Background: an optimization exercise with open tools, aiming at small area and a short achievable clock period. Do not read the settings as production practice. Power and IR drop assume default switching activity.

run 1:
==> flow/design.v <==
`timescale 1ns/1ps
module alu(
           clk,
           rst_n,
           src1,
           src2,
           ALU_control,
           result,
           zero,
           cout,
           overflow
           );
input           clk;
input           rst_n;
input  [32-1:0] src1;
input  [32-1:0] src2;
input   [4-1:0] ALU_control;
output [32-1:0] result;
output          zero;
output          cout;
output          overflow;
  wire is_and = (ALU_control == 4'b0000);
  wire is_or  = (ALU_control == 4'b0001);
  wire is_add = (ALU_control == 4'b0010);
  wire is_sub = (ALU_control == 4'b0110);
  wire is_slt = (ALU_control == 4'b0111);
  wire is_nor = (ALU_control == 4'b1100);
  wire arith  = is_add | is_sub;
  wire        inv = ALU_control[2];
  wire        invg = ALU_control[2] & ALU_control[1];
  wire [31:0] b   = src2 ^ {32{invg}};
  wire [31:0] x   = src1 ^ src2;
  wire [31:0] p   = x ^ {32{inv}};
  wire [31:0] g   = src1 & b;
  wire [31:0] g0 = {g[31:1], g[0] | (p[0] & inv)};
  wire [31:0] p0 = p;
  wire G0_1 = g0[1] | (p0[1] & g0[0]);
  wire G0_3 = g0[3] | (p0[3] & g0[2]);
  wire P0_3 = p0[3] & p0[2];
  wire G0_5 = g0[5] | (p0[5] & g0[4]);
  wire P0_5 = p0[5] & p0[4];
  wire G0_7 = g0[7] | (p0[7] & g0[6]);
  wire P0_7 = p0[7] & p0[6];
  wire G0_9 = g0[9] | (p0[9] & g0[8]);
  wire P0_9 = p0[9] & p0[8];
  wire G0_11 = g0[11] | (p0[11] & g0[10]);
  wire P0_11 = p0[11] & p0[10];
  wire G0_13 = g0[13] | (p0[13] & g0[12]);
  wire P0_13 = p0[13] & p0[12];
  wire G0_15 = g0[15] | (p0[15] & g0[14]);
  wire P0_15 = p0[15] & p0[14];
  wire G0_17 = g0[17] | (p0[17] & g0[16]);
  wire P0_17 = p0[17] & p0[16];
  wire G0_19 = g0[19] | (p0[19] & g0[18]);
  wire P0_19 = p0[19] & p0[18];
  wire G0_21 = g0[21] | (p0[21] & g0[20]);
  wire P0_21 = p0[21] & p0[20];
  wire G0_23 = g0[23] | (p0[23] & g0[22]);
  wire P0_23 = p0[23] & p0[22];
  wire G0_25 = g0[25] | (p0[25] & g0[24]);
  wire P0_25 = p0[25] & p0[24];
  wire G0_27 = g0[27] | (p0[27] & g0[26]);
  wire P0_27 = p0[27] & p0[26];
  wire G0_29 = g0[29] | (p0[29] & g0[28]);
  wire P0_29 = p0[29] & p0[28];
  wire G0_31 = g0[31] | (p0[31] & g0[30]);
  wire P0_31 = p0[31] & p0[30];
  wire G1_2 = g0[2] | (p0[2] & G0_1);
  wire G1_3 = G0_3 | (P0_3 & G0_1);
  wire G1_6 = g0[6] | (p0[6] & G0_5);
  wire P1_6 = p0[6] & P0_5;
  wire G1_7 = G0_7 | (P0_7 & G0_5);
  wire P1_7 = P0_7 & P0_5;
  wire G1_10 = g0[10] | (p0[10] & G0_9);
  wire P1_10 = p0[10] & P0_9;
  wire G1_11 = G0_11 | (P0_11 & G0_9);
  wire P1_11 = P0_11 & P0_9;
  wire G1_14 = g0[14] | (p0[14] & G0_13);
  wire P1_14 = p0[14] & P0_13;
  wire G1_15 = G0_15 | (P0_15 & G0_13);
  wire P1_15 = P0_15 & P0_13;
  wire G1_18 = g0[18] | (p0[18] & G0_17);
  wire P1_18 = p0[18] & P0_17;
  wire G1_19 = G0_19 | (P0_19 & G0_17);
  wire P1_19 = P0_19 & P0_17;
  wire G1_22 = g0[22] | (p0[22] & G0_21);
  wire P1_22 = p0[22] & P0_21;
  wire G1_23 = G0_23 | (P0_23 & G0_21);
  wire P1_23 = P0_23 & P0_21;
  wire G1_26 = g0[26] | (p0[26] & G0_25);
  wire P1_26 = p0[26] & P0_25;
  wire G1_27 = G0_27 | (P0_27 & G0_25);
  wire P1_27 = P0_27 & P0_25;
  wire G1_30 = g0[30] | (p0[30] & G0_29);
  wire P1_30 = p0[30] & P0_29;
  wire G1_31 = G0_31 | (P0_31 & G0_29);
  wire P1_31 = P0_31 & P0_29;
  wire G2_4 = g0[4] | (p0[4] & G1_3);
  wire G2_5 = G0_5 | (P0_5 & G1_3);
  wire G2_6 = G1_6 | (P1_6 & G1_3);
  wire G2_7 = G1_7 | (P1_7 & G1_3);
  wire G2_12 = g0[12] | (p0[12] & G1_11);
  wire P2_12 = p0[12] & P1_11;
  wire G2_13 = G0_13 | (P0_13 & G1_11);
  wire P2_13 = P0_13 & P1_11;
  wire G2_14 = G1_14 | (P1_14 & G1_11);
  wire P2_14 = P1_14 & P1_11;
  wire G2_15 = G1_15 | (P1_15 & G1_11);
  wire P2_15 = P1_15 & P1_11;
  wire G2_20 = g0[20] | (p0[20] & G1_19);
  wire P2_20 = p0[20] & P1_19;
  wire G2_21 = G0_21 | (P0_21 & G1_19);
  wire P2_21 = P0_21 & P1_19;
  wire G2_22 = G1_22 | (P1_22 & G1_19);
  wire P2_22 = P1_22 & P1_19;
  wire G2_23 = G1_23 | (P1_23 & G1_19);
  wire P2_23 = P1_23 & P1_19;
  wire G2_28 = g0[28] | (p0[28] & G1_27);
  wire P2_28 = p0[28] & P1_27;
  wire G2_29 = G0_29 | (P0_29 & G1_27);
  wire P2_29 = P0_29 & P1_27;
  wire G2_30 = G1_30 | (P1_30 & G1_27);
  wire P2_30 = P1_30 & P1_27;
  wire G2_31 = G1_31 | (P1_31 & G1_27);
  wire P2_31 = P1_31 & P1_27;
  wire G3_8 = g0[8] | (p0[8] & G2_7);
  wire G3_9 = G0_9 | (P0_9 & G2_7);
  wire G3_10 = G1_10 | (P1_10 & G2_7);
  wire G3_11 = G1_11 | (P1_11 & G2_7);
  wire G3_12 = G2_12 | (P2_12 & G2_7);
  wire G3_13 = G2_13 | (P2_13 & G2_7);
  wire G3_14 = G2_14 | (P2_14 & G2_7);
  wire G3_15 = G2_15 | (P2_15 & G2_7);
  wire G3_24 = g0[24] | (p0[24] & G2_23);
  wire P3_24 = p0[24] & P2_23;
  wire G3_25 = G0_25 | (P0_25 & G2_23);
  wire P3_25 = P0_25 & P2_23;
  wire G3_26 = G1_26 | (P1_26 & G2_23);
  wire P3_26 = P1_26 & P2_23;
  wire G3_27 = G1_27 | (P1_27 & G2_23);
  wire P3_27 = P1_27 & P2_23;
  wire G3_28 = G2_28 | (P2_28 & G2_23);
  wire P3_28 = P2_28 & P2_23;
  wire G3_29 = G2_29 | (P2_29 & G2_23);
  wire P3_29 = P2_29 & P2_23;
  wire G3_30 = G2_30 | (P2_30 & G2_23);
  wire P3_30 = P2_30 & P2_23;
  wire G3_31 = G2_31 | (P2_31 & G2_23);
  wire P3_31 = P2_31 & P2_23;
  wire G4_16 = g0[16] | (p0[16] & G3_15);
  wire G4_17 = G0_17 | (P0_17 & G3_15);
  wire G4_18 = G1_18 | (P1_18 & G3_15);
  wire G4_19 = G1_19 | (P1_19 & G3_15);
  wire G4_20 = G2_20 | (P2_20 & G3_15);
  wire G4_21 = G2_21 | (P2_21 & G3_15);
  wire G4_22 = G2_22 | (P2_22 & G3_15);
  wire G4_23 = G2_23 | (P2_23 & G3_15);
  wire G4_24 = G3_24 | (P3_24 & G3_15);
  wire G4_25 = G3_25 | (P3_25 & G3_15);
  wire G4_26 = G3_26 | (P3_26 & G3_15);
  wire G4_27 = G3_27 | (P3_27 & G3_15);
  wire G4_28 = G3_28 | (P3_28 & G3_15);
  wire G4_29 = G3_29 | (P3_29 & G3_15);
  wire G4_30 = G3_30 | (P3_30 & G3_15);
  wire G4_31 = G3_31 | (P3_31 & G3_15);
  wire [32:0] c;
  assign c[0] = inv;
  assign c[1] = g0[0];
  assign c[2] = G0_1;
  assign c[3] = G1_2;
  assign c[4] = G1_3;
  assign c[5] = G2_4;
  assign c[6] = G2_5;
  assign c[7] = G2_6;
  assign c[8] = G2_7;
  assign c[9] = G3_8;
  assign c[10] = G3_9;
  assign c[11] = G3_10;
  assign c[12] = G3_11;
  assign c[13] = G3_12;
  assign c[14] = G3_13;
  assign c[15] = G3_14;
  assign c[16] = G3_15;
  assign c[17] = G4_16;
  assign c[18] = G4_17;
  assign c[19] = G4_18;
  assign c[20] = G4_19;
  assign c[21] = G4_20;
  assign c[22] = G4_21;
  assign c[23] = G4_22;
  assign c[24] = G4_23;
  assign c[25] = G4_24;
  assign c[26] = G4_25;
  assign c[27] = G4_26;
  assign c[28] = G4_27;
  assign c[29] = G4_28;
  assign c[30] = G4_29;
  assign c[31] = G4_30;
  assign c[32] = G4_31;
  wire [31:0] sum = p ^ c[31:0];
  wire        ovf = c[31] ^ c[32];
  wire        lt  = sum[31] ^ ovf;
  wire [31:0] orv = src1 | src2;
  wire [31:0] res = ({32{is_and}} & (src1 & src2))
                  | ({32{is_or}}  & orv)
                  | ({32{is_nor}} & ~orv)
                  | ({32{arith}}  & sum)
                  | {31'b0, is_slt & lt};
  reg  [31:0] r_result;
  reg         r_cout;
  reg         r_ovf;
  always @(posedge clk or negedge rst_n) begin
    if (!rst_n) begin
      r_result <= 32'b0;
      r_cout   <= 1'b0;
      r_ovf    <= 1'b0;
    end else begin
      r_result <= res;
      r_cout   <= arith & c[32];
      r_ovf    <= arith & ovf;
    end
  end
  assign result   = r_result;
  assign zero     = ~(|r_result);
  assign cout     = r_cout;
  assign overflow = r_ovf;
endmodule
==> flow/config.mk <==
export PLATFORM = sky130hd
export DESIGN_NAME = alu
export DESIGN_NICKNAME = alu
export VERILOG_FILES = /design/flow/design.v
export SDC_FILE = /design/flow/constraint.sdc
export NUM_CORES = 4
export LEC_CHECK = 0
export CAP_MARGIN = 20
export CORE_MARGIN = 2
export CORE_UTILIZATION = 60
export CTS_BUF_LIST = sky130_fd_sc_hd__clkbuf_4
export SLEW_MARGIN = 20
==> flow/constraint.sdc <==
create_clock -name core_clock -period 11.0 [get_ports {clk}]
set_input_delay 2.2000 -clock core_clock [delete_from_list [all_inputs] [get_ports {clk}]]
set_output_delay 2.2000 -clock core_clock [all_outputs]
set_load 0.01 [all_outputs]
standard.sh (not shown) runs the stock make flow with config.mk's settings and CLKGATE_MAP_FILE= SYNTH_SCRIPT=/design/flow/synth_recipe.tcl, a recipe that flattens the netlist after the stock synthesis.
==> flow/flow/run.sh <==
#!/bin/bash
# Layout flow: the standard layout, with two changes.
# 1. Synthesis is the standard synthesis (synth_recipe.tcl, so -nofsm -noshare,
#    flatten and the same renames) except that Yosys does not extract full and
#    half adder cells, and ABC maps the logic with flow/abc.script instead of
#    the ORFS speed script. The registers are the standard synthesis's.
# 2. The port buffers are the small plain buffer instead of the default
#    delay-buffer cell, and the resizer's setup repair aims for a slack margin.
# Each tool's output goes to a log of its own in the work folder.
set -euo pipefail
here=$(pwd)
{ head -n 1 synth_recipe.tcl
  cat <<'EOT'
# ABC with this flow's own script
proc abc {args} {
  set i [lsearch -exact $args -script]
  if {$i >= 0} { lset args [expr {$i + 1}] $::env(OWN_ABC_SCRIPT) }
  yosys abc {*}$args
}
EOT
  tail -n +2 synth_recipe.tcl
} > own_synth.tcl
sed -e "s#SYNTH_SCRIPT=[^ ]*#SYNTH_SCRIPT=$here/own_synth.tcl ADDER_MAP_FILE=#" standard.sh > own_synth.sh
export OWN_ABC_SCRIPT=$here/flow/abc.script
bash own_synth.sh synth > synth.log 2>&1
export BUFFER_PORTS_ARGS="-buffer_cell sky130_fd_sc_hd__buf_1"
export SETUP_SLACK_MARGIN=6.25
bash standard.sh > layout.log 2>&1
==> flow/flow/abc.script <==
strash
&get -n
&st
&dch -f
&nf -R 1000
&dch -f
&nf -R 1000
&put
topo
buffer -c
upsize -c
dnsize -c
stime -c
Run 1 finished every stage and its layout cleared the timing, design-rule and antenna checks.
Here is what was changed in the inputs of run 2 compared with run 1.
--- a/flow/design.v
+++ b/flow/design.v
@@ -25,12 +25,11 @@
   wire is_sub = (ALU_control == 4'b0110);
   wire is_slt = (ALU_control == 4'b0111);
   wire is_nor = (ALU_control == 4'b1100);
   wire arith  = is_add | is_sub;
   wire        inv = ALU_control[2];
-  wire        invg = ALU_control[2] & ALU_control[1];
-  wire [31:0] b   = src2 ^ {32{invg}};
+  wire [31:0] b   = src2 ^ {32{inv}};
   wire [31:0] x   = src1 ^ src2;
   wire [31:0] p   = x ^ {32{inv}};
   wire [31:0] g   = src1 & b;
   wire [31:0] g0 = {g[31:1], g[0] | (p[0] & inv)};
   wire [31:0] p0 = p;
@@ -198,14 +197,13 @@
   assign c[31] = G4_30;
   assign c[32] = G4_31;
   wire [31:0] sum = p ^ c[31:0];
   wire        ovf = c[31] ^ c[32];
   wire        lt  = sum[31] ^ ovf;
-  wire [31:0] orv = src1 | src2;
-  wire [31:0] res = ({32{is_and}} & (src1 & src2))
-                  | ({32{is_or}}  & orv)
-                  | ({32{is_nor}} & ~orv)
+  wire [31:0] res = ({32{is_and}} & g)
+                  | ({32{is_or}}  & (p | g))
+                  | ({32{is_nor}} & ~(src1 | src2))
                   | ({32{arith}}  & sum)
                   | {31'b0, is_slt & lt};
   reg  [31:0] r_result;
   reg         r_cout;
   reg         r_ovf;
Findings:
- Run 2 completed every stage of the flow, and the final layout passed the timing, design-rule and antenna checks.
- Between run 2 and run 1, the first-pass GRT wire length is lower for run 2.
- Compared with run 1, run 2 shows setup fix buffers added after clock tree synthesis higher by 1.
- Run 2: share of synthesized area spent on multiplexers 0.32 points above run 1
- Diff run 1 -> run 2 | power drawn by the clock network | up by a few percent
- On fraction of the cycle the final worst path needs, run 2 and run 1 are neck and neck.
- In run 2 relative to run 1, area after synthesis had gone down by a little under 10%.
- Run 2 against run 1: data arrival time of the critical path shows an increase of 0.02 ns, area taken by multi-input logic gates shows a reduction of 9.6%.
Function was not checked in any run of this note: the RTL went through the layout flow alone.

-- what the ideal ports hide --
No port has a modelled driver above. Below, the same layouts with a new extraction and two added sets of constraints.
Step 1, drivers: a clkbuf_16 drives clk and a buf_2 each remaining input, both assumed.
Step 2 moves the port delays by t, midway between the first and last clock arrival at a register: inputs arrive t later, outputs are due t later. That takes back most of the time a late clock gives input paths.
Three values: ideal, step 1, step 2; two values: the first two.
run | shift t [ns] | setup WS [ns] | worst hold slack (ns) | worst setup path at the end | cell pins on the clock port's net
run 1 | 0.376 | 6.384 / 6.390 / 6.015 | 1.986 / 1.978 / 2.353 | input to register | 1
run 2 | 0.379 | 6.379 / 6.385 / 6.007 | 1.965 / 1.961 / 2.340 | input to register | 1
After both steps every run listed still meets setup and hold. The setup slack of run 2, which loses most, moves by +0.006 ns with the drivers and by -0.372 ns with both steps.
